This design comes from an exercise in tuning for small area and a short achievable clock period on the open sky130 flow, not from production work.
Function was checked by simulation only, so behaviour that the tests miss may differ from the original.
No driver is modelled on the clock port, so clocking that relies on it looks cheaper here than on a real chip.
Power is estimated from default activity; no workload was simulated.

## flow/flow/run.sh

```bash
#!/bin/bash
# The standard layout (the standard.sh: standard synthesis, floorplan,
# placement, CTS, routing, finish) with one change, made by a hook at the end
# of the CTS step (post_cts.tcl): the clock tree's upper levels are replaced by
# a few buffers fed straight from the clock port, each driving the nearest leaf
# buffers. Every register still gets its clock through two buffers, with the
# same arrival time for all of them; only the tree's depth shrinks.
set -euo pipefail
here=$(pwd)
export POST_CTS_TCL="$here/flow/post_cts.tcl"
export CLOCK_ROOTS=4
bash standard.sh > "$here/standard.log" 2>&1
```

## flow/flow/post_cts.tcl

```tcl
# Sourced by ORFS's cts.tcl (POST_CTS_TCL) after CTS and its timing repair.
# Replaces the clock tree's upper levels by CLOCK_ROOTS buffers fed straight
# from the clock port; each drives the leaf buffers nearest to it (k-means on
# the leaf buffers' positions). Then legalizes and repairs timing again.

proc restructure_clock {K} {
  set block [ord::get_db_block]
  set clknet [[$block findBTerm clk] getNet]
  set leaves {}
  set upper {}
  foreach inst [$block getInsts] {
    set n [$inst getName]
    if {[string match clkbuf_leaf_* $n]} {
      lappend leaves $inst
    } elseif {[string match clkbuf_* $n]} {
      lappend upper $inst
    }
  }
  set n [llength $leaves]
  if {$n < $K || [llength $upper] == 0} {
    puts "restructure_clock: $n leaf buffers, [llength $upper] upper buffers; tree left as it is"
    return
  }
  set pts {}
  foreach l $leaves {
    set b [$l getBBox]
    lappend pts [list [expr {([$b xMin] + [$b xMax]) / 2.0}] [expr {([$b yMin] + [$b yMax]) / 2.0}]]
  }
  # k-means, seeded by the leaves sorted by angle around their centre
  set cx 0.0; set cy 0.0
  foreach p $pts { set cx [expr {$cx + [lindex $p 0]}]; set cy [expr {$cy + [lindex $p 1]}] }
  set cx [expr {$cx / $n}]; set cy [expr {$cy / $n}]
  set ang {}
  foreach p $pts { lappend ang [list [expr {atan2([lindex $p 1] - $cy, [lindex $p 0] - $cx)}] $p] }
  set ang [lsort -real -index 0 $ang]
  set cents {}
  for {set k 0} {$k < $K} {incr k} { lappend cents [lindex [lindex $ang [expr {int(($k + 0.5) * $n / $K)}]] 1] }
  set asg {}
  for {set it 0} {$it < 100} {incr it} {
    set asg {}
    foreach p $pts {
      set best 0; set bd 1e30
      for {set k 0} {$k < $K} {incr k} {
        set c [lindex $cents $k]
        set d [expr {pow([lindex $p 0] - [lindex $c 0], 2) + pow([lindex $p 1] - [lindex $c 1], 2)}]
        if {$d < $bd} { set bd $d; set best $k }
      }
      lappend asg $best
    }
    set new {}
    for {set k 0} {$k < $K} {incr k} {
      set sx 0.0; set sy 0.0; set c 0
      foreach p $pts a $asg {
        if {$a == $k} { set sx [expr {$sx + [lindex $p 0]}]; set sy [expr {$sy + [lindex $p 1]}]; incr c }
      }
      if {$c > 0} { lappend new [list [expr {$sx / $c}] [expr {$sy / $c}]] } else { lappend new [lindex $cents $k] }
    }
    set cents $new
  }
  # every load of an upper-level buffer must be a buffer of the tree or a
  # dummy load; otherwise leave the tree as it is
  foreach u $upper {
    foreach it [[[$u findITerm X] getNet] getITerms] {
      set m [[$it getInst] getName]
      if {[$it getInst] ne $u && ![string match clkbuf_* $m] && ![string match clkload* $m]} {
        puts "restructure_clock: $m hangs on an upper level; tree left as it is"
        return
      }
    }
  }
  foreach u $upper {
    set onet [[$u findITerm X] getNet]
    foreach it [$onet getITerms] {
      set i [$it getInst]
      if {$i eq $u} continue
      if {[string match clkload* [$i getName]]} { odb::dbInst_destroy $i } else { $it disconnect }
    }
    odb::dbInst_destroy $u
    odb::dbNet_destroy $onet
  }
  set master [[ord::get_db] findMaster sky130_fd_sc_hd__clkbuf_16]
  for {set k 0} {$k < $K} {incr k} {
    set cnt 0
    foreach a $asg { if {$a == $k} { incr cnt } }
    if {$cnt == 0} continue
    set b [odb::dbInst_create $block $master clkroot_$k]
    set net [odb::dbNet_create $block clknet_root_$k]
    $net setSigType CLOCK
    [$b findITerm A] connect $clknet
    [$b findITerm X] connect $net
    set c [lindex $cents $k]
    $b setLocation [expr {int([lindex $c 0])}] [expr {int([lindex $c 1])}]
    $b setPlacementStatus PLACED
    foreach l $leaves a $asg { if {$a == $k} { [$l findITerm A] connect $net } }
    puts "restructure_clock: clkroot_$k drives $cnt leaf buffers"
  }
}

restructure_clock $::env(CLOCK_ROOTS)
detailed_placement
estimate_parasitics -placement
report_clock_latency -clock [all_clocks]
repair_timing_helper
detailed_placement
check_placement -verbose
estimate_parasitics -placement
report_clock_latency -clock [all_clocks]
puts "post_cts: setup WNS [worst_slack -max], hold WNS [worst_slack -min]"
```

## flow/standard.sh

```bash
#!/bin/bash
# synth_recipe.tcl (not shown) runs the flow's synth.tcl, then flattens the netlist and writes it again
# the make line also repeats each setting of config.mk as NAME=value (left out here)
make -C /OpenROAD-flow-scripts/flow DESIGN_CONFIG=/design/flow/config.mk WORK_HOME=/design/flow/orfs CLKGATE_MAP_FILE= SYNTH_SCRIPT=/design/flow/synth_recipe.tcl "${@:-finish}"
```

## flow/config.mk

```make
export PLATFORM = sky130hd
export DESIGN_NAME = sync_fifo
export DESIGN_NICKNAME = sync_fifo
export VERILOG_FILES = /design/flow/design.v
export SDC_FILE = /design/flow/constraint.sdc
export NUM_CORES = 4
export LEC_CHECK = 0
export CAP_MARGIN = 20
export CORE_MARGIN = 2
export CORE_UTILIZATION = 55
export CTS_CLUSTER_DIAMETER = 100
export CTS_CLUSTER_SIZE = 30
export SETUP_SLACK_MARGIN = 1.85
export SLEW_MARGIN = 20
```

## flow/constraint.sdc

```tcl
create_clock -name core_clock -period 3.5 [get_ports {clk}]
set_input_delay 0.7000 -clock core_clock [delete_from_list [all_inputs] [get_ports {clk}]]
set_output_delay 0.7000 -clock core_clock [all_outputs]
set_load 0.01 [all_outputs]
```

## flow/design.v

```verilog
module sync_fifo
(
input               clk,
input               rst_n,
input               wen,
input   [15:0]      data_in,
output              full,
input               ren,
output  [15:0]      data_out,
output              empty
);
reg  [3:0]  wr_hi, wr_lo;
reg  [15:0] rd_oh;
reg         full_r;
reg         nempty_r;
reg  [15:0] mem [0:15];
reg  [15:0] data_out_r;
assign full     = full_r;
assign empty    = ~nempty_r;
assign data_out = data_out_r;
wire push = wen & ~full_r;
wire pop  = ren & nempty_r;
wire [15:0] wr_oh;
genvar i;
generate
    for (i = 0; i < 16; i = i + 1) begin : sel
        assign wr_oh[i] = wr_hi[i/4] & wr_lo[i%4];
    end
endgenerate
wire [3:0]  wr_lo1 = {wr_lo[2:0], wr_lo[3]};
wire [3:0]  wr_hi1 = {wr_hi[2:0], wr_hi[3]};
wire [15:0] wr_oh1 = {wr_oh[14:0], wr_oh[15]};
wire [15:0] rd_oh1 = {rd_oh[14:0], rd_oh[15]};
wire [3:0]  rd_lo  = rd_oh[3:0] | rd_oh[7:4] | rd_oh[11:8] | rd_oh[15:12];
wire        last_word  = |(rd_oh1 & wr_oh);
wire        last_space = |(wr_oh1 & rd_oh);
always @(posedge clk or negedge rst_n)
begin
    if (!rst_n) begin
        wr_hi    <= 4'd1;
        wr_lo    <= 4'd1;
        rd_oh    <= 16'd1;
        full_r   <= 1'b0;
        nempty_r <= 1'b0;
    end else begin
        if (push & wr_lo[3])
            wr_hi <= wr_hi1;
        if (push)
            wr_lo <= (last_space & ~pop) ? 4'd0 : wr_lo1;
        else if (pop & full_r)
            wr_lo <= rd_lo;
        if (pop)  rd_oh <= rd_oh1;
        if (push)
            nempty_r <= 1'b1;
        else if (pop)
            nempty_r <= ~last_word;
        if (pop)
            full_r <= 1'b0;
        else if (push)
            full_r <= last_space;
    end
end
reg [15:0] rd_word;
integer k;
always @*
begin
    rd_word = 16'd0;
    for (k = 0; k < 16; k = k + 1)
        rd_word = rd_word | (mem[k] & {16{rd_oh[k]}});
end
generate
    for (i = 0; i < 16; i = i + 1) begin : row
        always @(posedge clk)
            if (wr_oh[i])
                mem[i] <= data_in;
    end
endgenerate
always @(posedge clk)
    if (pop)
        data_out_r <= rd_word;
endmodule
```

==> run_results.csv, run 1 <==
group,metric,value,unit
routing,antenna_left,0,
floorplanning,ios,38,
critical_path,cp_data_required_time,3.71,ns
grt,gr-total-overflow,0,
critical_path,cp-start-kind,"flip-flop",
logic_synthesis,synthArstFlopShare,8.72,%
timing,rsz0062_at_grt,"true",
routing,vias,6441,
clock_network,cts_tree,"built",
critical_path,cp-end-kind,"flip-flop",
run,max_cap_violations,0,
floorplanning,die_area,21200,um^2
worst_hold_path,hold_path.class,"input pin to async pin",
routing,drtPass1Iterations,5,
logic_synthesis,synth-seq-cells,298,
clock_network,clkTransAtPathRegs,0.11,ns
critical_path,cp_max_fo,21,
critical_path,rr_worst_depth,4,
routing,wire_per_inst,30.4,um
power_and_ir_drop,vdd_drop_max,380,uV
floorplanning,core_area,19500,um^2
grt,grt_pass1_wl,41700,um
logic_synthesis,synth_ff_type,"edfxtp_1",
clock_network,insertion_delay,0.32,ns
critical_path,reg2reg_to,"full_r",
timing,hold_viol,0,
logic_synthesis,synth_top_area_share,74.2,%
floorplanning,die_y,146,um
timing,finalSetupViolations,0,
logic_synthesis,synth_fp_nets,641,
critical_path,crit_arrival,1.85,ns
grt,grt_start_max_net_pins,32,
critical_path,critPathKind,"flip-flop to flip-flop",
grt,first_global_vias,6207,
floorplanning,rows,51,
critical_path,crit_path_start,"rd_oh[8]",
logic_synthesis,syn_area_per_cell,17.7,um^2
timing,relSlewSlack,60.3,%
placed_design,hpwl,14800,um
placed_design,place.gp.congestion,0.848,
critical_path,timing.rr.start,"rd_oh[8]",
power_and_ir_drop,power_density,453,nW/um^2
timing,drv_slew,0,
logic_synthesis,synth_edf_count,272,
cells_and_area,final_core_util,64.4,%
placed_design,placed_cells_incl_taps,901,
critical_path,crit_end,"full_r",
cells_and_area,drive_above_1_share,22.2,%
logic_synthesis,yosys-top-cells-area,"edfxtp_1, a22o_1, dfrtp_1",
floorplanning,die_x,146,um
logic_synthesis,synth_common_cells,"edfxtp_1, a22o_1, a221oi_1, nand2_1, clkbuf_1",
floorplanning,start_util,56.4,%
clock_network,clock_sinks,298,
timing,skew,0.0324,ns
logic_synthesis,synthCells,621,
logic_synthesis,netlist_area,11000,um^2
logic_synthesis,ys.warnings.count,2,
timing,fin_crit_sh,46.9,%
power_and_ir_drop,leakage,4.27,nW
routing,viasPerCell,6.68,
timing,worst_slack,1.86,ns
cells_and_area,antenna_cells,0,
timing,fmax,609,MHz
grt,antenna_found_initial,0,
status,status,"finished clean",
cells_and_area,syn2layout_area_growth,14.1,%
placed_design,place_ws,0.980,ns
grt,grt_util_all_layers,27.5,%
timing,worstMarginPinSlew,0.596,ns
timing,tns,0,ns
cells_and_area,nNetsFinal,713,
timing,holdWs,0.367,ns
logic_synthesis,yosysMostFrequentCell,"edfxtp_1",
cells_and_area,stdcell_count,964,
logic_synthesis,seq_area_frac_synth,80.1,%
routing,drt-total-wl,29300,um
logic_synthesis,yosysUniqueCellTypes,31,
timing,fin_crit,1.64,ns
critical_path,rrSetupSlack,1.86,ns
placed_design,port_buffers,37,
routing,drc,0,
routing,first_iter_violations,737,
logic_synthesis,yosysTopAreaCell,"edfxtp_1",
## worst max-delay path: stages (launching register included)
cell	delay, ns
dfrtp_4	0.68
a22o_1	0.26
a22oi_1	0.17
nand4_2	0.16
a22o_1	0.25
## cell usage in the layout, fill, tap and decap left out, types with 2 or more instances in the layout
cell type / instances
nand2_1: 49
buf_6: 14
nor2_1: 5
buf_4: 48
a22o_1: 76
a221oi_2: 12
buf_12: 2
and2_4: 6
buf_2: 19
a21oi_1: 16
clkdlybuf4s50_1: 16
dfrtp_2: 10
mux2_2: 4
dfrtp_1: 3
dfrtp_4: 10
dfstp_2: 2
and2_1: 9
a22oi_1: 4
and3_1: 2
nand4_1: 17
nor4_1: 4
and2_2: 2
clkbuf_16: 15
mux2i_1: 4
edfxtp_1: 272
a221oi_1: 52
clkbuf_1: 7
a22o_2: 2
## how the worst min path moves through the flow
stage / start / endpoint / slack (ns) / cells past startpoint
floorplan: rst_n / full_r / 0.40 / 0
global placement: mem[10][12] / data_out_r[12] / 0.55 / 2
detailed placement: mem[1][3] / data_out_r[3] / 0.55 / 2
global route: rst_n / wr_hi[3] / 0.41 / 1
finish: rst_n / wr_hi[1] / 0.37 / 1
## area by class of cell, clock buffers not listed
| class | count | area, um^2 |
|---|---|---|
| buffer | 4 | 100 |
| inverter | 2 | 11.3 |
| multi-input combinational | 275 | 2110 |
| clock inverter | 1 | 3.75 |
| fill | 1401 | 6960 |
| tap | 265 | 332 |
| sequential | 298 | 8880 |
| timing repair buffer | 102 | 860 |
## flip-flops by register name (all words and copies together) (netlist names)
signal,cells
data_out_r,16
full_r,1
mem,256
wr_lo,4
nempty_r,1
rd_oh,16
wr_hi,4
## layer usage
| layer | part of all wire [%] | track usage, % |
|---|---|---|
| met1 | 39 | 39.2 |
| met2 | 49 | 44.9 |
| met3 | 8.8 | 4.73 |
| met4 | 2.5 | 7.40 |
| met5 | 0 | 0 |
## stage by stage
stage | area (um^2) | power [mW]
after floorplan | 11000 | 3.99
after global placement | 11700 | 4.06
after detailed placement | 11700 | 4.07
after global routing | 12600 | 5.86
final | 12600 | 5.70
## logic make-up (layout without fill, tap and decap cells)
family,Yosys count,after routing,share of synthesized area (%)
compound gates,167,167,12.8
mux,8,8,0.773
buf+inv,48,126,1.75
simple gates,100,100,4.54
flops,298,298,80.1
## power by group
| group | internal, mW | switching, mW |
|---|---|---|
| registers | 3.88 | 0.00230 |
| clock network | 0.759 | 0.948 |
| logic | 0.0350 | 0.0704 |
| total | 4.68 | 1.02 |
==> run 2: changes to the inputs <==
--- a/flow/config.mk
+++ b/flow/config.mk
@@ -10,5 +10,5 @@
 export CORE_UTILIZATION = 55
 export CTS_CLUSTER_DIAMETER = 100
 export CTS_CLUSTER_SIZE = 30
-export SETUP_SLACK_MARGIN = 1.85
+export SETUP_SLACK_MARGIN = 2.05
 export SLEW_MARGIN = 20
==> run 2 against run 1 <==
Compared with the run above: register-to-register slack got worse by 0.03 ns; highest routed layer unchanged; sequential share of layout area fell by 6.4 points; critical endpoint unchanged; clock power barely moved; worst hold slack barely moved; global-route usage rose by 2.5 points; worst setup slack got worse by 0.033 ns; sequential cell count did not move; clock skew rose by 0.014 ns; total power fell by 0.21%; synthesized cell count did not move; sequential power barely moved; combinational power fell by 6%.
==> run_results.csv, run 2 <==
group,metric,value,unit
critical_path,crit_arrival,1.91,ns
critical_path,cpPeakStageDelay,0.54,ns
logic_synthesis,syn_area_per_cell,17.7,um^2
timing,hold_viol,0,
routing,antenna_left,0,
placed_design,placed_cell_area,11700,um^2
grt,grt_start_max_net_pins,38,
routing,drt-total-wl,31800,um
routing,routed-wl-met2,15200,um
clock_network,clkTransAtPathRegs,0.11,ns
timing,fin_crit,1.67,ns
critical_path,timing.rr.start,"rd_oh[1]",
critical_path,cp_data_required_time,3.73,ns
logic_synthesis,ys.warnings.count,2,
power_and_ir_drop,leakage,4.88,nW
logic_synthesis,synth_top_area_share,74.2,%
logic_synthesis,synth_common_cells,"edfxtp_1, a22o_1, a221oi_1, nand2_1, clkbuf_1",
run,max_cap_violations,0,
routing,m1WireLength,12700,um
floorplanning,die_x,146,um
timing,finalSetupViolations,0,
cells_and_area,final_common_cell,"edfxtp_1",
cells_and_area,final_core_util,70.8,%
grt,grt_util_all_layers,30.1,%
critical_path,crit_end,"full_r",
timing,rsz0062_at_grt,"true",
cells_and_area,drive_above_1_share,36.3,%
critical_path,cp_slowest_cell,"dfrtp_4",
timing,fin_crit_sh,47.8,%
clock_network,insertion_delay,0.33,ns
clock_network,clock_sinks,298,
placed_design,hpwl,14900,um
logic_synthesis,yosysTopAreaCell,"edfxtp_1",
cells_and_area,reg_top3,"mem (256), data_out_r (16), rd_oh (16)",
critical_path,critPathKind,"flip-flop to flip-flop",
floorplanning,ios,38,
cells_and_area,final_cell_mix,"edfxtp_1, a22o_1, a221oi_2, nand2_1, buf_4",
timing,worstMarginPinSlew,0.612,ns
status,status,"finished clean",
critical_path,rrSetupSlack,1.83,ns
logic_synthesis,synth_fp_nets,641,
logic_synthesis,yosysUniqueCellTypes,31,
logic_synthesis,synth-seq-cells,298,
timing,fmax,597,MHz
floorplanning,die_y,146,um
critical_path,reg2reg_to,"full_r",
grt,gr-total-overflow,0,
routing,wl_met3,2640,um
timing,relSlewSlack,59.2,%
critical_path,cp_max_fo,8,
cells_and_area,antenna_cells,0,
cells_and_area,top_register,"mem",
grt,first_global_vias,6589,
logic_synthesis,synthCells,621,
routing,viasPerCell,6.67,
critical_path,crit_path_cell_trace,"buf_12 > a22o_4 > a22oi_2 > nand4_4 > a22o_1",
cells_and_area,regArea,8870,um^2
cells_and_area,fill_cells,1243,
routing,vias,6710,
clock_network,cts_tree,"built",
cells_and_area,fin_area,13800,um^2
logic_synthesis,synth_ff_type,"edfxtp_1",
logic_synthesis,netlist_area,11000,um^2
power_and_ir_drop,power_density,411,nW/um^2
routing,wire_per_inst,31.6,um
critical_path,crit_path_start,"rd_oh[1]",
logic_synthesis,synthArstFlopShare,8.72,%
routing,drtPass1Iterations,5,
routing,topRoutingLayerUsed,"met4",
logic_synthesis,synth_edf_count,272,
grt,antenna_found_initial,0,
logic_synthesis,yosysMostFrequentCell,"edfxtp_1",
floorplanning,start_util,56.4,%
timing,drv_slew,0,
grt,grt_pass1_wl,45400,um
cells_and_area,syn2layout_area_growth,25.5,%
logic_synthesis,yosys-top-cells-area,"edfxtp_1, a22o_1, dfrtp_1",
placed_design,port_buffers,37,
cells_and_area,largest_reg_flops,256,
logic_synthesis,seq_area_frac_synth,80.1,%
worst_hold_path,hold_path.class,"input pin to async pin",
timing,tns,0,ns
routing,first_iter_violations,875,
timing,skew,0.0463,ns
placed_design,place.gp.congestion,0.839,
critical_path,rr_worst_depth,5,
floorplanning,core_area,19500,um^2
floorplanning,rows,51,
critical_path,cp-start-kind,"flip-flop",
routing,drc,0,
critical_path,cp-end-kind,"flip-flop",
cells_and_area,multiInputGateArea,2510,um^2
floorplanning,die_area,21200,um^2
cells_and_area,nNetsFinal,760,
power_and_ir_drop,vdd_drop_max,380,uV
[run 2: changes by cell type in the layout (fill, tap and decap cells not counted), sizes merged]
cell,previous run,this run
dlygate4sd2,0,1
dlymetal6s2s,0,9
buf,83,130
clkinvlp,1,0
inv,1,2
clkdlybuf4s50,16,6
clkbuf,22,17
[run 2: how the worst min path moves through the flow]
stage	start	end	depth (start not counted)
detailed placement	mem[1][1]	data_out_r[1]	2
floorplan	rst_n	full_r	0
global placement	mem[14][13]	data_out_r[13]	2
finish	rst_n	wr_lo[1]	1
global route	rst_n	wr_lo[1]	1
[run 2: routing by layer]
| layer | vias to the layer above | global-route usage (%) |
|---|---|---|
| met2 | 393 | 47.6 |
| met4 | 0 | 11.3 |
| met3 | 76 | 3.95 |
| met1 | 3453 | 43.5 |
| li1 | 2788 | - |
| met5 | - | 0 |
[run 2: cells by family after synthesis]
group | share of synthesized area (%)
muxes | 0.773
and+or+nand+nor | 4.54
buffers and inverters | 1.75
DFF | 80.1
AOI/OAI and AO/OA | 12.8
[run 2: report_power, final]
| part | internal [mW] | total [mW] | leakage, nW | switching (mW) |
|---|---|---|---|---|
| clock | 0.737 | 1.70 | 0.176 | 0.966 |
| combinational | 0.0282 | 0.0985 | 1.93 | 0.0703 |
| sequential | 3.88 | 3.89 | 2.78 | 0.00203 |
| total | 4.65 | 5.69 | 4.88 | 1.04 |
[run 2: area by class of cell, clock buffers not listed]
type / count / area share [%]
clock inverters: 1 / 0.0272
repair buffers: 149 / 12.5
well taps: 265 / 2.40
multi-input cells: 275 / 18.2
inverters: 2 / 0.172
flip-flops and latches: 298 / 64.2
plain buffers: 4 / 0.724
[run 2: per-stage QoR]
step	total power [mW]	hold slack, ns	setup WS (ns)	cells
6_report	5.69	0.367	1.83	1006
5_1_grt	5.83	0.398	1.79	1006
3_5_place_dp	4.07	0.550	0.701	891
3_3_place_gp	4.06	0.539	0.859	891
2_1_floorplan	3.99	0.404	2.00	621
[run 2: worst max-delay path, delay by kind of cell, from the launching register on]
kind            cells  cell delay (ns)
simple gates        1             0.18
compound gates      3             0.69
flops               1             0.54
buf+inv             1             0.17
==> run 3: changes to the inputs <==
--- a/flow/config.mk
+++ b/flow/config.mk
@@ -10,5 +10,5 @@
 export CORE_UTILIZATION = 55
 export CTS_CLUSTER_DIAMETER = 100
 export CTS_CLUSTER_SIZE = 30
-export SETUP_SLACK_MARGIN = 2.05
+export SETUP_SLACK_MARGIN = 1.95
 export SLEW_MARGIN = 20
==> run 3 against run 2 <==
Compared with the run above: sequential share of layout area increased by 2.8 points; clock power about the same; die area unchanged; register-to-register slack improved by 0.06 ns; critical path depth decreased by 4; total power increased by 0.18%; wire length decreased by 3.3%; global-route usage decreased by 0.46 points; still clean on timing, DRC and antenna; final area decreased by 4.3%; sequential cell count unchanged; clock skew decreased by 0.016 ns; critical endpoint is now data_out[2]; area after synthesis unchanged.
==> run_results.csv, run 3 <==
group,metric,value,unit
status,status,"finished clean",
logic_synthesis,syn_area_per_cell,17.7,um^2
timing,worstMarginPinSlew,0.681,ns
critical_path,cp_slowest_cell,"edfxtp_1",
critical_path,crit_arrival,0.92,ns
critical_path,rr_worst_depth,5,
floorplanning,core_area,19500,um^2
placed_design,placed_cell_area,11700,um^2
cells_and_area,reg_top3,"mem (256), data_out_r (16), rd_oh (16)",
timing,drv_slew,0,
timing,fmax,618,MHz
critical_path,cp.depth,1,
cells_and_area,final_common_cell,"edfxtp_1",
power_and_ir_drop,leakage,4.53,nW
logic_synthesis,synthCells,621,
cells_and_area,largest_reg_flops,256,
clock_network,cts_tree,"built",
critical_path,crit_path_cell_trace,"buf_2",
critical_path,cp_max_fo,1,
logic_synthesis,yosysTopAreaCell,"edfxtp_1",
logic_synthesis,yosys-top-cells-area,"edfxtp_1, a22o_1, dfrtp_1",
power_and_ir_drop,p_total,5.70,mW
logic_synthesis,seq_area_frac_synth,80.1,%
grt,antenna_found_initial,0,
floorplanning,die_area,21200,um^2
timing,holdWs,0.499,ns
critical_path,worst-path-buf-inv,1,
placed_design,place_ws,0.824,ns
logic_synthesis,synth_common_cells,"edfxtp_1, a22o_1, a221oi_1, nand2_1, clkbuf_1",
critical_path,cpPeakStageDelay,0.44,ns
logic_synthesis,synth_edf_count,272,
run,max_cap_violations,0,
timing,tns,0,ns
routing,drtPass1Iterations,5,
timing,skew,0.0301,ns
floorplanning,die_x,146,um
routing,drc,0,
power_and_ir_drop,power_density,430,nW/um^2
logic_synthesis,synth-seq-cells,298,
floorplanning,die_y,146,um
timing,finalSetupViolations,0,
logic_synthesis,synth_top_area_share,74.2,%
critical_path,cp-start-kind,"flip-flop",
routing,wire_per_inst,31.4,um
logic_synthesis,ys.warnings.count,2,
timing,rsz0062_at_grt,"true",
placed_design,port_buffers,37,
grt,first_global_vias,6484,
routing,viasPerCell,6.77,
grt,grt_pass1_wl,44600,um
cells_and_area,drive_above_1_share,31.0,%
cells_and_area,fin_area,13200,um^2
critical_path,cp-end-kind,"output port",
critical_path,cpLargestDelayFamily,"flip-flops",
cells_and_area,final_cell_mix,"edfxtp_1, a22o_1, nand2_1, a221oi_2, buf_4",
routing,first_iter_violations,772,
grt,grt_util_all_layers,29.6,%
cells_and_area,nNetsFinal,732,
clock_network,clkTransAtPathRegs,0.12,ns
critical_path,critPathKind,"flip-flop to output port",
grt,grt_start_max_net_pins,32,
timing,relSlewSlack,54.6,%
logic_synthesis,synthArstFlopShare,8.72,%
cells_and_area,top_register,"mem",
worst_hold_path,hold_path.class,"input pin to async pin",
clock_network,clock_sinks,298,
logic_synthesis,netlist_area,11000,um^2
critical_path,cp_data_required_time,2.80,ns
timing,fin_crit_sh,46.3,%
logic_synthesis,yosysMostFrequentCell,"edfxtp_1",
routing,vias,6627,
timing,worst_slack,1.88,ns
timing,hold_viol,0,
power_and_ir_drop,vdd_drop_max,342,uV
floorplanning,start_util,56.4,%
grt,gr-total-overflow,0,
cells_and_area,antenna_cells,0,
floorplanning,ios,38,
routing,drt-total-wl,30800,um
logic_synthesis,yosysUniqueCellTypes,31,
timing,fin_crit,1.62,ns
logic_synthesis,synth_fp_nets,641,
placed_design,hpwl,14800,um
cells_and_area,syn2layout_area_growth,20.2,%
logic_synthesis,synth_ff_type,"edfxtp_1",
clock_network,insertion_delay,0.32,ns
placed_design,place.gp.congestion,0.788,
floorplanning,rows,51,
routing,antenna_left,0,
[run 3: cell types whose count changed in the layout (fill, tap and decap cells not counted), sizes merged]
cell	before	now
clkdlybuf4s50	6	16
clkinv	1	0
dlymetal6s2s	9	0
inv	2	1
clkinvlp	0	1
dlygate4sd2	1	0
clkbuf	17	19
buf	130	102
[run 3: final timing paths]
| path | startpoint | endpoint | slack (ns) |
|---|---|---|---|
| setup / recovery | data_out_r[2] | data_out[2] | 1.88 |
| hold / removal | rst_n | wr_hi[3] | 0.50 |
| setup reg to reg | rd_oh[14] | full_r | 1.89 |
| hold reg to reg | mem[9][2] | data_out_r[2] | 0.56 |
| max in group asynchronous | rst_n | rd_oh[13] | 2.49 |
| min in group core_clock | mem[9][2] | data_out_r[2] | 0.56 |
[run 3: final cells by class, clock buffers not listed]
cell class | instances | area [um^2]
sequential | 298 | 8870
fill | 1331 | 6290
multi-input combinational | 275 | 2390
timing repair buffer | 121 | 1260
tap | 265 | 332
buffer | 4 | 100
inverter | 2 | 11.3
[run 3: report_power, final]
group / switching (mW) / total, mW / internal, mW
clock: 0.966 / 1.71 / 0.745
combinational: 0.0696 / 0.0994 / 0.0298
sequential: 0.00270 / 3.89 / 3.88
[run 3: worst reg2reg max path, delay by kind of cell, from the launching register on]
family | cells | cell delay, ns
buffers and inverters | 1 | 0.17
DFF | 1 | 0.56
and+or+nand+nor | 1 | 0.17
AOI/OAI and AO/OA | 3 | 0.61
[run 3: cell families (layout without fill, tap and decap cells)]
family          after synthesis  in the layout  synth area share (%)
mux                           8              8                 0.773
compound gates              167            167                  12.8
buf+inv                      48            141                  1.75
flops                       298            298                  80.1
simple gates                100            100                  4.54
[run 3: metrics by stage]
step | utilization, % | std cells
after global routing | 67.8 | 979
after global placement | 59.8 | 893
after detailed placement | 60.0 | 894
after floorplan | - | 621
final | 67.8 | 979
[run 3: metal layers]
metal  vias up  track usage (%)  share of wire [%]
li1       2733                -                  -
met1      3449             42.1                 40
met2       380             47.5                 49
met3        65             4.73                8.3
met4         0             9.95                3.0
met5         -                0                  0
==> run 4: changes to the inputs <==
--- a/flow/config.mk
+++ b/flow/config.mk
@@ -10,5 +10,5 @@
 export CORE_UTILIZATION = 55
 export CTS_CLUSTER_DIAMETER = 100
 export CTS_CLUSTER_SIZE = 30
-export SETUP_SLACK_MARGIN = 1.95
+export SETUP_SLACK_MARGIN = 1.75
 export SLEW_MARGIN = 20
==> run 4 against run 3 <==
Compared with the run above: via count is 5.5% lower; combinational power is 4.4% lower; still clean on timing, DRC and antenna; total power hardly changed; fmax is 6.4% lower.
==> run_results.csv, run 4 <==
group,metric,value,unit
status,status,"finished clean",
logic_synthesis,synthCells,621,
power_and_ir_drop,power_density,464,nW/um^2
grt,grt_pass1_wl,41200,um
cells_and_area,fill_cells,1417,
routing,topRoutingLayerUsed,"met4",
worst_hold_path,hold_path.class,"input pin to async pin",
critical_path,worst-path-buf-inv,0,
timing,finalSetupViolations,0,
timing,tns,0,ns
power_and_ir_drop,leakage,4.13,nW
timing,hold_viol,0,
routing,routed-wl-met2,14000,um
grt,grt_util_all_layers,27.2,%
timing,skew,0.0305,ns
floorplanning,die_area,21200,um^2
power_and_ir_drop,p_sw_share,18.0,%
routing,wire_per_inst,30.4,um
cells_and_area,drive_above_1_share,17.5,%
critical_path,cpPeakStageDelay,0.70,ns
run,max_cap_violations,0,
logic_synthesis,synth_edf_count,272,
routing,m1WireLength,11700,um
cells_and_area,fin_area,12300,um^2
logic_synthesis,yosysMostFrequentCell,"edfxtp_1",
cells_and_area,top_register,"mem",
power_and_ir_drop,pwr-share-clk,30.1,%
placed_design,hpwl,14800,um
logic_synthesis,yosys-top-cells-area,"edfxtp_1, a22o_1, dfrtp_1",
critical_path,rrSetupSlack,1.77,ns
timing,drv_slew,0,
timing,worstMarginPinSlew,0.696,ns
power_and_ir_drop,vdd_drop_max,379,uV
critical_path,cp_max_fo,16,
critical_path,crit_arrival,1.67,ns
power_and_ir_drop,power.net_switching,1.02,mW
cells_and_area,antenna_cells,0,
cells_and_area,syn2layout_area_growth,11.5,%
critical_path,cp-start-kind,"flip-flop",
critical_path,cpLargestDelayFamily,"simple AND/OR/NAND/NOR gates",
cells_and_area,multiInputGateArea,2030,um^2
routing,wl_met3,2250,um
logic_synthesis,synth_ff_type,"edfxtp_1",
cells_and_area,final_common_cell,"edfxtp_1",
cells_and_area,reg_top3,"mem (256), data_out_r (16), rd_oh (16)",
logic_synthesis,netlist_area,11000,um^2
logic_synthesis,synthArstFlopShare,8.72,%
logic_synthesis,yosysUniqueCellTypes,31,
grt,gr-total-overflow,0,
timing,rsz0062_at_grt,"true",
logic_synthesis,seq_area_frac_synth,80.1,%
timing,fmax,578,MHz
routing,drc,0,
placed_design,placed_cell_area,11700,um^2
logic_synthesis,ys.warnings.count,2,
logic_synthesis,yosysTopAreaCell,"edfxtp_1",
power_and_ir_drop,combPwrFrac,1.7,%
cells_and_area,nNetsFinal,693,
power_and_ir_drop,pwr-share-seq,68.3,%
routing,first_iter_violations,747,
routing,viasPerCell,6.64,
routing,vias,6264,
cells_and_area,largest_reg_flops,256,
logic_synthesis,synth_fp_nets,641,
floorplanning,ios,38,
routing,drtPass1Iterations,5,
placed_design,port_buffers,37,
logic_synthesis,syn_area_per_cell,17.7,um^2
critical_path,critPathKind,"flip-flop to flip-flop",
critical_path,cp_slowest_cell,"and2_2",
timing,holdWs,0.381,ns
floorplanning,start_util,56.4,%
routing,antenna_left,0,
floorplanning,rows,51,
logic_synthesis,synth-seq-cells,298,
placed_design,place.gp.congestion,0.848,
floorplanning,die_y,146,um
clock_network,insertion_delay,0.32,ns
cells_and_area,regArea,8870,um^2
routing,drt-total-wl,28700,um
clock_network,clock_sinks,298,
logic_synthesis,synth_common_cells,"edfxtp_1, a22o_1, a221oi_1, nand2_1, clkbuf_1",
timing,relSlewSlack,53.6,%
critical_path,cp_data_required_time,3.44,ns
timing,fin_crit_sh,49.4,%
critical_path,cp-end-kind,"flip-flop",
clock_network,cts_tree,"built",
grt,first_global_vias,6109,
grt,antenna_found_initial,0,
floorplanning,die_x,146,um
logic_synthesis,synth_top_area_share,74.2,%
timing,fin_crit,1.73,ns
clock_network,clkTransAtPathRegs,0.11,ns
cells_and_area,final_cell_mix,"edfxtp_1, a22o_1, a221oi_1, nand2_1, buf_4",
floorplanning,core_area,19500,um^2
critical_path,crit_path_cell_trace,"and2_2",
grt,grt_start_max_net_pins,32,
power_and_ir_drop,p_int,4.67,mW
[run 4: cell counts after synthesis]
No cell type changed its count.
[run 4: metal layers]
| layer | vias to the layer above | GRT usage, % |
|---|---|---|
| met5 | - | 0 |
| li1 | 2654 | - |
| met4 | 0 | 7.75 |
| met1 | 3240 | 38.8 |
| met3 | 50 | 4.58 |
| met2 | 320 | 44.0 |
[run 4: cells by family (layout without fill, tap and decap cells)]
kind of cell | Yosys count | count (layout) | share of synthesized area [%]
flops | 298 | 298 | 80.1
compound gates | 167 | 167 | 12.8
simple gates | 100 | 100 | 4.54
buf+inv | 48 | 106 | 1.75
mux | 8 | 8 | 0.773
[run 4: through the flow]
| stage | instances | worst slack (ns) | power, mW | utilization (%) |
|---|---|---|---|---|
| 3_5_place_dp | 901 | 0.980 | 4.07 | 60.0 |
| 3_3_place_gp | 901 | 1.02 | 4.06 | 60.0 |
| 6_report | 944 | 1.77 | 5.69 | 62.9 |
| 5_1_grt | 944 | 1.74 | 5.84 | 62.9 |
| 2_1_floorplan | 621 | 1.85 | 3.99 | - |
[run 4: power groups by stage]
stage               clock network, mW  registers, mW  logic, mW
detailed placement                  0           3.97      0.101
finish                           1.71           3.89     0.0950
floorplan                           0           3.97     0.0156
global route                     1.85           3.89      0.105
global placement                    0           3.97     0.0961
[run 4: worst paths after layout]
path / start / end / depth (start not counted)
hold / removal: rst_n / wr_hi[3] / 1
setup reg to reg: wr_lo[1] / mem[9][0] / 1
setup / recovery: wr_lo[1] / mem[9][0] / 1
hold reg to reg: mem[15][0] / data_out_r[0] / 2
min in group core_clock: mem[15][0] / data_out_r[0] / 2
max in group asynchronous: rst_n / rd_oh[0] / 2
[run 4: final cells by class, clock buffers not listed]
cell class	count	share of cell area [%]
Buffer	4	0.815
Clock inverter	1	0.0306
Inverter	2	0.0611
Multi-Input combinational cell	275	16.5
Sequential cell	298	72.2
Tap cell	265	2.70
Timing Repair Buffer	82	5.40
==> run 5: changes to the inputs <==
--- a/flow/config.mk
+++ b/flow/config.mk
@@ -10,5 +10,5 @@
 export CORE_UTILIZATION = 55
 export CTS_CLUSTER_DIAMETER = 100
 export CTS_CLUSTER_SIZE = 30
-export SETUP_SLACK_MARGIN = 1.75
+export SETUP_SLACK_MARGIN = 1.9
 export SLEW_MARGIN = 20
==> run 5 against run 4 <==
Compared with the run above: worst hold slack better by 0.15 ns; die area unchanged; clock skew increased by 0.0067 ns; total power is 0.10% higher; worst setup slack better by 0.080 ns; register-to-register slack improved by 0.08 ns; final area rose by 6.3%; wire length grew 6.2%; critical path depth rose by 3; sequential power hardly changed; largest power group unchanged.
==> run_results.csv, run 5 <==
group,metric,value,unit
routing,wl_met3,3280,um
grt,antenna_found_initial,0,
power_and_ir_drop,combPwrFrac,1.7,%
power_and_ir_drop,leakage,4.46,nW
cells_and_area,antenna_cells,0,
logic_synthesis,synth_ff_type,"edfxtp_1",
power_and_ir_drop,p_int,4.67,mW
floorplanning,core_area,19500,um^2
logic_synthesis,yosys-top-cells-area,"edfxtp_1, a22o_1, dfrtp_1",
worst_hold_path,hold_path.class,"flip-flop to flip-flop",
routing,drt-total-wl,30500,um
critical_path,cpPeakStageDelay,0.53,ns
critical_path,cp_data_required_time,3.51,ns
grt,first_global_vias,6327,
placed_design,placed_cell_area,11700,um^2
power_and_ir_drop,pwr-share-seq,68.2,%
critical_path,cp_max_fo,4,
clock_network,clkTransAtPathRegs,0.12,ns
placed_design,hpwl,15200,um
cells_and_area,syn2layout_area_growth,18.6,%
grt,grt_pass1_wl,43300,um
power_and_ir_drop,pwr-share-clk,30.1,%
logic_synthesis,synth_edf_count,272,
timing,skew,0.0372,ns
logic_synthesis,yosysUniqueCellTypes,31,
cells_and_area,stdcell_count,970,
floorplanning,ios,38,
timing,tns,0,ns
logic_synthesis,yosysTopAreaCell,"edfxtp_1",
floorplanning,die_area,21200,um^2
logic_synthesis,synth_top_area_share,74.2,%
grt,grt_start_max_net_pins,32,
placed_design,place_ws,0.807,ns
logic_synthesis,netlist_area,11000,um^2
placed_design,placed_cells_incl_taps,898,
critical_path,critPathKind,"flip-flop to flip-flop",
floorplanning,die_x,146,um
power_and_ir_drop,p_sw_share,18.0,%
routing,m1WireLength,11900,um
timing,holdWs,0.535,ns
routing,antenna_left,0,
logic_synthesis,yosysMostFrequentCell,"edfxtp_1",
timing,fmax,606,MHz
routing,drtPass1Iterations,5,
placed_design,place.gp.congestion,0.820,
cells_and_area,final_core_util,66.9,%
routing,vias,6577,
logic_synthesis,synthCells,621,
power_and_ir_drop,power_density,437,nW/um^2
cells_and_area,drive_above_1_share,29.9,%
clock_network,clock_sinks,298,
critical_path,cp-start-kind,"flip-flop",
critical_path,crit_arrival,1.66,ns
floorplanning,start_util,56.4,%
logic_synthesis,ys.warnings.count,2,
critical_path,cp_slowest_cell,"dfrtp_4",
floorplanning,die_y,146,um
logic_synthesis,synthArstFlopShare,8.72,%
clock_network,insertion_delay,0.32,ns
timing,fin_crit,1.65,ns
timing,finalSetupViolations,0,
placed_design,port_buffers,37,
logic_synthesis,seq_area_frac_synth,80.1,%
timing,worstMarginPinSlew,0.641,ns
timing,hold_viol,0,
logic_synthesis,syn_area_per_cell,17.7,um^2
run,max_cap_violations,0,
cells_and_area,largest_reg_flops,256,
cells_and_area,final_cell_mix,"edfxtp_1, a22o_1, nand2_1, a221oi_2, buf_4",
critical_path,cp-end-kind,"flip-flop",
cells_and_area,fin_area,13100,um^2
grt,grt_util_all_layers,28.9,%
logic_synthesis,synth-seq-cells,298,
routing,drc,0,
routing,viasPerCell,6.78,
cells_and_area,nNetsFinal,724,
logic_synthesis,synth_common_cells,"edfxtp_1, a22o_1, a221oi_1, nand2_1, clkbuf_1",
timing,relSlewSlack,57.3,%
power_and_ir_drop,power.net_switching,1.03,mW
routing,topRoutingLayerUsed,"met4",
clock_network,cts_tree,"built",
timing,rsz0062_at_grt,"true",
cells_and_area,top_register,"mem",
status,status,"finished clean",
power_and_ir_drop,vdd_drop_max,374,uV
routing,routed-wl-met2,14300,um
grt,gr-total-overflow,0,
routing,wire_per_inst,31.4,um
routing,first_iter_violations,785,
timing,fin_crit_sh,47.1,%
cells_and_area,final_common_cell,"edfxtp_1",
cells_and_area,reg_top3,"mem (256), data_out_r (16), rd_oh (16)",
critical_path,crit_path_cell_trace,"buf_12 > a22o_1 > a221oi_2 > nand4_1",
floorplanning,rows,51,
timing,drv_slew,0,
power_and_ir_drop,p_total,5.70,mW
logic_synthesis,synth_fp_nets,641,
timing,worst_slack,1.85,ns
## run 5: power groups by stage
| stage | registers [mW] | logic [mW] | clock network, mW |
|---|---|---|---|
| 2_1_floorplan | 3.97 | 0.0161 | 0 |
| 3_3_place_gp | 3.97 | 0.0969 | 0 |
| 3_5_place_dp | 3.97 | 0.102 | 0 |
| 5_1_grt | 3.89 | 0.109 | 1.85 |
| 6_report | 3.89 | 0.0982 | 1.71 |
## run 5: per-layer routing
| layer | global-route usage (%) | vias to the layer above |
|---|---|---|
| met2 | 46.5 | 382 |
| met5 | 0 | - |
| met4 | 6.47 | 0 |
| met3 | 6.36 | 65 |
| li1 | - | 2719 |
| met1 | 41.3 | 3411 |
## run 5: kinds of logic after synthesis
group,after synthesis,share of synthesized area [%]
multiplexers,8,0.773
AO/OA/AOI/OAI,167,12.8
buffers and inverters,48,1.75
AND/OR/NAND/NOR,100,4.54
flip-flops,298,80.1
## run 5: worst max-delay path, delay by kind of cell, from the launching register on
kind	cells	cell delay, ns
flip-flops	1	0.53
AO/OA/AOI/OAI	2	0.41
AND/OR/NAND/NOR	1	0.24
buffers and inverters	1	0.16
## run 5: layout make-up, clock buffers not listed
class,instances,area (um^2)
flip-flops and latches,298,8870
fillers,1327,6470
multi-input cells,275,2340
repair buffers,113,1130
well taps,265,332
plain buffers,4,100
inverters,2,11.3
## run 5: path summary, 6_finish.rpt
kind                               start       endpoint  slack [ns]  depth (start not counted)
worst max-delay path            rd_oh[3]  data_out_r[0]        1.85                          4
worst min-delay path            rd_oh[8]       rd_oh[9]        0.53                          2
worst max register to register  rd_oh[3]  data_out_r[0]        1.85                          4
worst min register to register  rd_oh[8]       rd_oh[9]        0.53                          2
max in group asynchronous          rst_n       rd_oh[0]        2.45                          2
min in group asynchronous          rst_n       wr_hi[2]        0.74                          2
==> run 6: changes to the inputs <==
--- a/flow/config.mk
+++ b/flow/config.mk
@@ -7,8 +7,9 @@
 export LEC_CHECK = 0
 export CAP_MARGIN = 20
 export CORE_MARGIN = 2
-export CORE_UTILIZATION = 55
+export CORE_UTILIZATION = 65
 export CTS_CLUSTER_DIAMETER = 100
 export CTS_CLUSTER_SIZE = 30
-export SETUP_SLACK_MARGIN = 1.9
+export PLACE_DENSITY = 0.72
+export SETUP_SLACK_MARGIN = 1.8
 export SLEW_MARGIN = 20
==> run 6 against run 5 <==
Compared with the run above: worst hold slack gained 0.037 ns; combinational power shrank 2.9%; worst setup slack lost 0.046 ns; utilization grew 6.6 points; synthesized cell count is the same; clock power is essentially flat; sequential cell count is the same; register-to-register slack lost 0.05 ns; via count shrank 2.6%; area after synthesis is the same; largest power group unchanged.
==> run_results.csv, run 6 <==
group,metric,value,unit
routing,drtPass1Iterations,5,
timing,holdWs,0.571,ns
critical_path,critPathKind,"flip-flop to flip-flop",
logic_synthesis,yosysUniqueCellTypes,31,
routing,vias,6407,
placed_design,port_buffers,37,
cells_and_area,syn2layout_area_growth,10.7,%
floorplanning,rows,47,
timing,worstMarginPinSlew,0.659,ns
logic_synthesis,seq_area_frac_synth,80.1,%
logic_synthesis,synth_edf_count,272,
floorplanning,die_x,134,um
routing,first_iter_violations,785,
placed_design,place.gp.congestion,0.816,
logic_synthesis,yosysTopAreaCell,"edfxtp_1",
grt,grt_start_max_net_pins,32,
worst_hold_path,hold_end,"data_out_r[7]",
power_and_ir_drop,leakage,4.09,nW
power_and_ir_drop,vdd_drop_max,649,uV
timing,finalSetupViolations,0,
critical_path,rr_worst_depth,2,
timing,rsz0062_at_grt,"true",
timing,skew,0.0232,ns
placed_design,hpwl,14900,um
floorplanning,die_y,134,um
logic_synthesis,synth_ff_type,"edfxtp_1",
clock_network,cts_tree,"built",
critical_path,timing.rr.start,"wr_lo[1]",
routing,drt-total-wl,28100,um
worst_hold_path,min_from,"mem[4][7]",
logic_synthesis,synth_top_area_share,74.2,%
placed_design,place_ws,1.03,ns
clock_network,clock_sinks,298,
logic_synthesis,synth_fp_nets,641,
timing,fin_crit,1.70,ns
critical_path,cp_data_required_time,3.52,ns
logic_synthesis,yosysMostFrequentCell,"edfxtp_1",
floorplanning,die_area,18000,um^2
cells_and_area,final_cell_mix,"edfxtp_1, a22o_1, a221oi_1, nand2_1, buf_4",
cells_and_area,top_register,"mem",
logic_synthesis,yosys-top-cells-area,"edfxtp_1, a22o_1, dfrtp_1",
timing,relSlewSlack,56.1,%
logic_synthesis,syn_area_per_cell,17.7,um^2
clock_network,insertion_delay,0.32,ns
critical_path,reg2reg_to,"mem[1][8]",
routing,drc,0,
cells_and_area,nNetsFinal,686,
clock_network,clkTransAtPathRegs,0.11,ns
logic_synthesis,synth-seq-cells,298,
worst_hold_path,hold_path.class,"flip-flop to flip-flop",
logic_synthesis,synthCells,621,
timing,tns,0,ns
power_and_ir_drop,power_density,467,nW/um^2
cells_and_area,reg_top3,"mem (256), data_out_r (16), rd_oh (16)",
floorplanning,start_util,66.4,%
cells_and_area,largest_reg_flops,256,
floorplanning,ios,38,
routing,wire_per_inst,31.5,um
floorplanning,core_area,16600,um^2
logic_synthesis,ys.warnings.count,2,
status,status,"finished clean",
timing,drv_slew,0,
timing,hold_viol,0,
cells_and_area,drive_above_1_share,17.7,%
run,max_cap_violations,0,
grt,antenna_found_initial,0,
routing,viasPerCell,7.18,
critical_path,crit_arrival,1.71,ns
timing,fmax,590,MHz
grt,first_global_vias,6265,
grt,gr-total-overflow,0,
critical_path,cp-end-kind,"flip-flop",
logic_synthesis,netlist_area,11000,um^2
critical_path,cp_max_fo,13,
cells_and_area,antenna_cells,0,
timing,fin_crit_sh,48.5,%
grt,grt_util_all_layers,32.0,%
worst_hold_path,hold_depth,2,
logic_synthesis,synth_common_cells,"edfxtp_1, a22o_1, a221oi_1, nand2_1, clkbuf_1",
cells_and_area,fill_cells,1006,
grt,grt_pass1_wl,40400,um
routing,antenna_left,0,
logic_synthesis,synthArstFlopShare,8.72,%
critical_path,rrSetupSlack,1.80,ns
cells_and_area,final_common_cell,"edfxtp_1",
critical_path,cp-start-kind,"flip-flop",
timing,worst_slack,1.80,ns
## run 6: layer usage
layer / global-route usage [%] / part of all wire [%] / vias to the layer above / wire length, um
met4: 10.1 / 3.0 / 0 / 839
met3: 6.27 / 11 / 73 / 3100
li1: - / - / 2638 / -
met1: 44.4 / 37 / 3252 / 10300
met5: 0 / 0 / - / 0
met2: 52.5 / 49 / 444 / 13900
## run 6: how the worst max path moves through the flow
stage                         from             to  slack, ns  cells past startpoint
final                     wr_lo[1]      mem[1][8]       1.80                      2
after global routing      rd_oh[2]         full_r       1.79                      5
after detailed placement       ren       wr_lo[2]       1.03                      7
after global placement         ren       wr_lo[3]       1.12                      7
after floorplan                ren  data_out_r[0]       1.85                      4
## run 6: metrics by stage
step,power (mW),util (%),area (um^2),cells
floorplan,3.99,-,11000,621
global placement,4.06,69.9,11600,848
detailed placement,4.07,70.1,11600,850
global route,5.83,73.5,12200,892
finish,5.69,73.5,12200,892
## run 6: kinds of logic (layout without fill, tap and decap cells)
group                  after synthesis  in the layout  share of synthesized area, %
flip-flops                         298            298                          80.1
buffers and inverters               48             99                          1.75
AND/OR/NAND/NOR                    100            100                          4.54
multiplexers                         8              8                         0.773
AO/OA/AOI/OAI                      167            167                          12.8
## run 6: critical path, cell delays in order (launching register included)
cell     delay [ns]
dfrtp_1        0.63
and2_2         0.47
buf_4          0.29
## run 6: final cells by class, clock buffers not listed
class	instances	area, um^2	area share (%)
inverter	2	7.51	0.0616
timing repair buffer	75	624	5.12
tap	220	275	2.26
multi-input combinational	275	2030	16.6
buffer	4	100	0.821
sequential	298	8870	72.8
clock inverter	1	3.75	0.0308
## run 6: power by group
| group | switching [mW] | total [mW] | internal (mW) |
|---|---|---|---|
| Clock | 0.950 | 1.71 | 0.759 |
| Sequential | 0.00261 | 3.89 | 3.88 |
| Combinational | 0.0674 | 0.0954 | 0.0280 |
==> run 7: changes to the inputs <==
--- a/flow/config.mk
+++ b/flow/config.mk
@@ -7,9 +7,8 @@
 export LEC_CHECK = 0
 export CAP_MARGIN = 20
 export CORE_MARGIN = 2
-export CORE_UTILIZATION = 65
-export CTS_CLUSTER_DIAMETER = 100
-export CTS_CLUSTER_SIZE = 30
-export PLACE_DENSITY = 0.72
+export CORE_UTILIZATION = 55
+export CTS_CLUSTER_DIAMETER = 70
+export CTS_CLUSTER_SIZE = 20
 export SETUP_SLACK_MARGIN = 1.8
 export SLEW_MARGIN = 20
==> run 7 against run 6 <==
Compared with the run above: worst hold slack got worse by 0.18 ns; worst setup slack improved by 0.032 ns; utilization shrank 9.3 points; die area grew 18%; total power up 7.4%; critical path depth up 2; sequential cell count is the same; register-to-register slack better by 0.03 ns; wire length grew 4.0%; clock power up 25%; critical endpoint is now data_out_r[5]; largest power group unchanged.
==> run_results.csv, run 7 <==
group,metric,value,unit
cells_and_area,reg_top3,"mem (256), data_out_r (16), rd_oh (16)",
floorplanning,ios,38,
power_and_ir_drop,leakage,4.27,nW
floorplanning,die_area,21200,um^2
cells_and_area,final_cell_mix,"edfxtp_1, a22o_1, a221oi_1, nand2_1, buf_4",
grt,grt_start_max_net_pins,28,
placed_design,port_buffers,37,
logic_synthesis,yosysUniqueCellTypes,31,
routing,drtPass1Iterations,5,
timing,fmax,601,MHz
timing,hold_viol,0,
critical_path,cp_slowest_cell,"dfrtp_4",
cells_and_area,nNetsFinal,708,
logic_synthesis,ys.warnings.count,2,
power_and_ir_drop,vdd_drop_max,341,uV
cells_and_area,fin_area,12500,um^2
placed_design,hpwl,14800,um
critical_path,cp-start-kind,"flip-flop",
critical_path,cp-end-kind,"flip-flop",
logic_synthesis,yosys-top-cells-area,"edfxtp_1, a22o_1, dfrtp_1",
critical_path,cpPeakStageDelay,0.61,ns
routing,m1WireLength,11700,um
timing,worstMarginPinSlew,0.606,ns
clock_network,cts_tree,"built",
logic_synthesis,synth_top_area_share,74.2,%
cells_and_area,antenna_cells,0,
logic_synthesis,synthArstFlopShare,8.72,%
logic_synthesis,synthCells,621,
floorplanning,core_area,19500,um^2
power_and_ir_drop,power_density,488,nW/um^2
floorplanning,die_y,146,um
logic_synthesis,synth_common_cells,"edfxtp_1, a22o_1, a221oi_1, nand2_1, clkbuf_1",
worst_hold_path,hold_path.class,"input pin to async pin",
clock_network,clkTransAtPathRegs,0.08,ns
cells_and_area,fill_cells,1393,
timing,fin_crit,1.66,ns
timing,tns,0,ns
critical_path,crit_path_cell_trace,"buf_6 > a22o_1 > a221oi_1 > nand4_1",
power_and_ir_drop,p_total,6.11,mW
cells_and_area,largest_reg_flops,256,
cells_and_area,final_common_cell,"edfxtp_1",
critical_path,critPathKind,"flip-flop to flip-flop",
routing,first_iter_violations,789,
cells_and_area,multiInputGateArea,2030,um^2
cells_and_area,syn2layout_area_growth,13.8,%
routing,wire_per_inst,30.5,um
routing,drc,0,
timing,fin_crit_sh,47.5,%
logic_synthesis,yosysTopAreaCell,"edfxtp_1",
timing,finalSetupViolations,0,
logic_synthesis,yosysMostFrequentCell,"edfxtp_1",
floorplanning,start_util,56.4,%
cells_and_area,final_core_util,64.2,%
cells_and_area,regArea,8870,um^2
logic_synthesis,netlist_area,11000,um^2
timing,skew,0.0367,ns
logic_synthesis,syn_area_per_cell,17.7,um^2
critical_path,cp_data_required_time,3.55,ns
timing,drv_slew,0,
timing,relSlewSlack,59.6,%
critical_path,cp_max_fo,12,
cells_and_area,drive_above_1_share,19.5,%
routing,viasPerCell,6.72,
floorplanning,die_x,146,um
logic_synthesis,seq_area_frac_synth,80.1,%
grt,grt_util_all_layers,27.7,%
logic_synthesis,synth-seq-cells,298,
grt,gr-total-overflow,0,
timing,rsz0062_at_grt,"false",
logic_synthesis,synth_ff_type,"edfxtp_1",
status,status,"finished clean",
placed_design,place.gp.congestion,0.848,
placed_design,placed_cell_area,11700,um^2
routing,drt-total-wl,29200,um
logic_synthesis,synth_fp_nets,641,
routing,routed-wl-met2,14200,um
grt,antenna_found_initial,0,
clock_network,insertion_delay,0.32,ns
routing,topRoutingLayerUsed,"met4",
clock_network,clock_sinks,298,
routing,wl_met3,2460,um
floorplanning,rows,51,
routing,antenna_left,0,
grt,first_global_vias,6222,
grt,grt_pass1_wl,41800,um
critical_path,crit_arrival,1.72,ns
run,max_cap_violations,0,
cells_and_area,top_register,"mem",
logic_synthesis,synth_edf_count,272,
routing,vias,6448,
==> run 7: cell counts after synthesis <==
Identical to the previous run, type by type.
==> run 7: report_power, final <==
group          total [mW]  switching, mW  internal, mW  leakage (nW)
combinational      0.0945         0.0659        0.0286          1.22
sequential           3.89        0.00227          3.88          2.78
clock                2.13           1.07          1.06         0.267
total                6.11           1.14          4.97          4.27
==> run 7: final timing paths <==
path,from,endpoint,slack (ns),cells past startpoint
worst max-delay path,rd_oh[11],data_out_r[5],1.84,4
worst min-delay path,rst_n,wr_lo[1],0.39,1
worst max register to register,rd_oh[11],data_out_r[5],1.84,4
worst min register to register,mem[4][2],data_out_r[2],0.56,2
max in group asynchronous,rst_n,rd_oh[0],2.56,2
min in group core_clock,mem[4][2],data_out_r[2],0.56,2
==> run 7: final cells by class, clock buffers not listed <==
type | instances | area share, %
plain buffers | 4 | 0.799
clock inverters | 3 | 0.240
inverters | 2 | 0.0599
multi-input cells | 275 | 16.2
flip-flops and latches | 298 | 70.8
well taps | 265 | 2.65
repair buffers | 91 | 5.92
==> run 7: per-stage QoR <==
step | setup WS [ns] | hold WS [ns] | cells
after global placement | 1.02 | 0.545 | 901
final | 1.84 | 0.387 | 959
after global routing | 1.80 | 0.430 | 959
after detailed placement | 0.980 | 0.548 | 901
after floorplan | 1.85 | 0.404 | 621
==> run 7: critical path: cells and delay by family, from the launching register on <==
family,cells,cell delay (ns)
AOI/OAI and AO/OA,2,0.46
buffers and inverters,1,0.21
DFF,1,0.61
and+or+nand+nor,1,0.14
==> run 7: routing by layer <==
metal / GRT usage [%] / vias up
li1: - / 2686
met2: 45.2 / 356
met5: 0 / -
met1: 39.0 / 3344
met4: 8.14 / 0
met3: 4.67 / 62
==> run 7: logic make-up (layout without fill, tap and decap cells) <==
| group | count (synthesis) | in the layout | share of synthesized area [%] |
|---|---|---|---|
| DFF | 298 | 298 | 80.1 |
| AOI/OAI and AO/OA | 167 | 167 | 12.8 |
| and+or+nand+nor | 100 | 100 | 4.54 |
| buffers and inverters | 48 | 121 | 1.75 |
| muxes | 8 | 8 | 0.773 |
==> run 8: changes to the inputs <==
--- a/flow/flow/run.sh
+++ b/flow/flow/run.sh
@@ -5,8 +5,10 @@
 # a few buffers fed straight from the clock port, each driving the nearest leaf
 # buffers. Every register still gets its clock through two buffers, with the
 # same arrival time for all of them; only the tree's depth shrinks.
+# The port buffers are buf_2 cells (BUFFER_PORTS_ARGS).
 set -euo pipefail
 here=$(pwd)
 export POST_CTS_TCL="$here/flow/post_cts.tcl"
 export CLOCK_ROOTS=4
+export BUFFER_PORTS_ARGS="-buffer_cell sky130_fd_sc_hd__buf_2"
 bash standard.sh > "$here/standard.log" 2>&1
--- a/flow/config.mk
+++ b/flow/config.mk
@@ -8,7 +8,7 @@
 export CAP_MARGIN = 20
 export CORE_MARGIN = 2
 export CORE_UTILIZATION = 55
-export CTS_CLUSTER_DIAMETER = 70
-export CTS_CLUSTER_SIZE = 20
+export CTS_CLUSTER_DIAMETER = 100
+export CTS_CLUSTER_SIZE = 30
 export SETUP_SLACK_MARGIN = 1.8
 export SLEW_MARGIN = 20
==> run 8 against run 7 <==
Compared with the run above: final cell count shrank 0.31%; clock power down 19%; utilization is 1.1 points lower; synthesized cell count stayed put; register-to-register slack got worse by 0.02 ns; die area is the same; fmax is 1.1% lower; final area is 1.8% lower; combinational power fell by about 10%; area after synthesis stayed put; global-route usage down 0.53 points; total power decreased by 6.7%.
==> run_results.csv, run 8 <==
group,metric,value,unit
status,status,"finished clean",
critical_path,crit_arrival,1.70,ns
floorplanning,die_x,146,um
logic_synthesis,synthArstFlopShare,8.72,%
placed_design,port_buffers,37,
logic_synthesis,synth_ff_type,"edfxtp_1",
routing,viasPerCell,6.68,
logic_synthesis,synth_top_area_share,74.2,%
logic_synthesis,yosysMostFrequentCell,"edfxtp_1",
grt,antenna_found_initial,0,
clock_network,insertion_delay,0.32,ns
grt,grt_start_max_net_pins,32,
grt,gr-total-overflow,0,
logic_synthesis,synthCells,621,
worst_hold_path,hold_path.class,"input pin to async pin",
critical_path,cp_max_fo,12,
routing,drc,0,
critical_path,cp-start-kind,"flip-flop",
run,max_cap_violations,0,
cells_and_area,fill_cells,1386,
logic_synthesis,syn_area_per_cell,17.7,um^2
cells_and_area,top_register,"mem",
floorplanning,die_y,146,um
logic_synthesis,synth_fp_nets,641,
timing,worstMarginPinSlew,0.667,ns
timing,worst_slack,1.82,ns
critical_path,rrSetupSlack,1.82,ns
logic_synthesis,seq_area_frac_synth,80.1,%
timing,fin_crit,1.68,ns
timing,hold_viol,0,
timing,relSlewSlack,55.6,%
critical_path,reg2reg_to,"data_out_r[8]",
critical_path,cp_data_required_time,3.52,ns
timing,finalSetupViolations,0,
timing,drv_slew,0,
grt,first_global_vias,6152,
cells_and_area,syn2layout_area_growth,11.8,%
floorplanning,die_area,21200,um^2
routing,vias,6390,
floorplanning,core_area,19500,um^2
placed_design,place_ws,1.11,ns
power_and_ir_drop,power_density,463,nW/um^2
routing,wire_per_inst,30.8,um
cells_and_area,reg_top3,"mem (256), data_out_r (16), rd_oh (16)",
logic_synthesis,netlist_area,11000,um^2
critical_path,timing.rr.start,"rd_oh[4]",
timing,holdWs,0.368,ns
floorplanning,start_util,56.4,%
logic_synthesis,synth_edf_count,272,
clock_network,cts_tree,"built",
logic_synthesis,yosysUniqueCellTypes,31,
timing,rsz0062_at_grt,"false",
timing,fin_crit_sh,48.1,%
routing,first_iter_violations,707,
placed_design,place.gp.congestion,0.815,
critical_path,critPathKind,"flip-flop to flip-flop",
power_and_ir_drop,leakage,4.18,nW
cells_and_area,largest_reg_flops,256,
placed_design,hpwl,14700,um
clock_network,clkTransAtPathRegs,0.11,ns
power_and_ir_drop,vdd_drop_max,454,uV
cells_and_area,final_cell_mix,"edfxtp_1, a22o_1, a221oi_1, nand2_1, buf_4",
logic_synthesis,synth_common_cells,"edfxtp_1, a22o_1, a221oi_1, nand2_1, clkbuf_1",
logic_synthesis,yosys-top-cells-area,"edfxtp_1, a22o_1, dfrtp_1",
cells_and_area,final_common_cell,"edfxtp_1",
grt,grt_util_all_layers,27.1,%
cells_and_area,antenna_cells,0,
grt,grt_pass1_wl,41300,um
floorplanning,ios,38,
timing,skew,0.0356,ns
logic_synthesis,yosysTopAreaCell,"edfxtp_1",
routing,drtPass1Iterations,5,
critical_path,cp-end-kind,"flip-flop",
clock_network,clock_sinks,298,
logic_synthesis,synth-seq-cells,298,
cells_and_area,drive_above_1_share,21.7,%
timing,tns,0,ns
cells_and_area,nNetsFinal,705,
floorplanning,rows,51,
critical_path,rr_worst_depth,3,
routing,drt-total-wl,29400,um
routing,antenna_left,0,
logic_synthesis,ys.warnings.count,2,
timing,fmax,594,MHz
-- run 8: where the power goes --
part | internal [mW] | leakage, nW | switching, mW
registers | 3.88 | 2.78 | 0.00270
clock network | 0.759 | 0.182 | 0.973
logic | 0.0177 | 1.22 | 0.0673
-- run 8: logic make-up after synthesis --
logic type      synth area share, %
simple gates                   4.54
compound gates                 12.8
flops                          80.1
mux                           0.773
buf+inv                        1.75
-- run 8: routing by layer --
metal | vias up | track usage, % | routed length [um]
li1 | 2675 | - | -
met1 | 3333 | 38.9 | 12100
met2 | 330 | 43.4 | 14000
met3 | 52 | 5.24 | 2580
met4 | 0 | 7.55 | 745
met5 | - | 0 | 0
-- run 8: area by class of cell, clock buffers not listed --
| class | count | area [um^2] | share of cell area, % |
|---|---|---|---|
| Buffer | 4 | 100 | 0.813 |
| Clock inverter | 1 | 3.75 | 0.0305 |
| Inverter | 2 | 11.3 | 0.0915 |
| Multi-Input combinational cell | 275 | 2020 | 16.4 |
| Sequential cell | 298 | 8870 | 72.1 |
| Tap cell | 265 | 332 | 2.69 |
| Timing Repair Buffer | 94 | 699 | 5.68 |
-- run 8: worst max path at each step --
stage	slack, ns	to	startpoint
floorplan	1.85	data_out_r[0]	ren
global placement	1.18	data_out_r[11]	ren
detailed placement	1.11	data_out_r[11]	ren
global route	1.80	full_r	rd_oh[15]
finish	1.82	data_out_r[8]	rd_oh[4]
-- run 8: worst max-delay path, stage by stage, from the launching register on --
cell and delay [ns]:
dfrtp_4 0.62, a22o_1 0.25, a221oi_1 0.27, nand4_1 0.24
-- run 8: metrics by stage --
stage | cells | power [mW] | utilization (%) | area [um^2]
finish | 956 | 5.70 | 63.0 | 12300
global route | 956 | 5.85 | 63.0 | 12300
detailed placement | 897 | 4.05 | 58.9 | 11500
global placement | 897 | 4.04 | 58.9 | 11500
floorplan | 621 | 3.99 | - | 11000

==> separate check: timing with driven ports <==
No port has a modelled driver above. Below, the same layouts with a new extraction and two added sets of constraints.
Step 1, drivers: a clkbuf_16 drives clk and a buf_2 each remaining input, both assumed.
Step 2, shift: input delay + t, output delay - t, t = (earliest + latest rising clock arrival at the registers) / 2. This alone moves slack from input paths to output paths.
Slacks: ideal / step 1 / step 2; pairs: ideal / step 1.
run	t (ns)	setup slack, ns	slew at the worst register clock pin (ns)
run 1	0.402	1.858 / 1.788 / 1.588	0.11 / 0.11
run 2	0.405	1.825 / 1.806 / 1.626	0.12 / 0.12
run 3	0.403	1.881 / 1.784 / 1.680	0.12 / 0.12
run 4	0.402	1.770 / 1.701 / 1.624	0.11 / 0.11
run 5	0.402	1.851 / 1.798 / 1.618	0.12 / 0.12
run 6	0.404	1.804 / 1.750 / 1.588	0.11 / 0.11
run 7	0.403	1.837 / 1.750 / 1.586	0.08 / 0.08
run 8	0.398	1.818 / 1.783 / 1.573	0.11 / 0.11
After both steps every run listed still meets setup and hold. For run 1, which loses most, drivers alone change the setup slack by -0.070 ns; drivers and shift together by -0.270 ns.
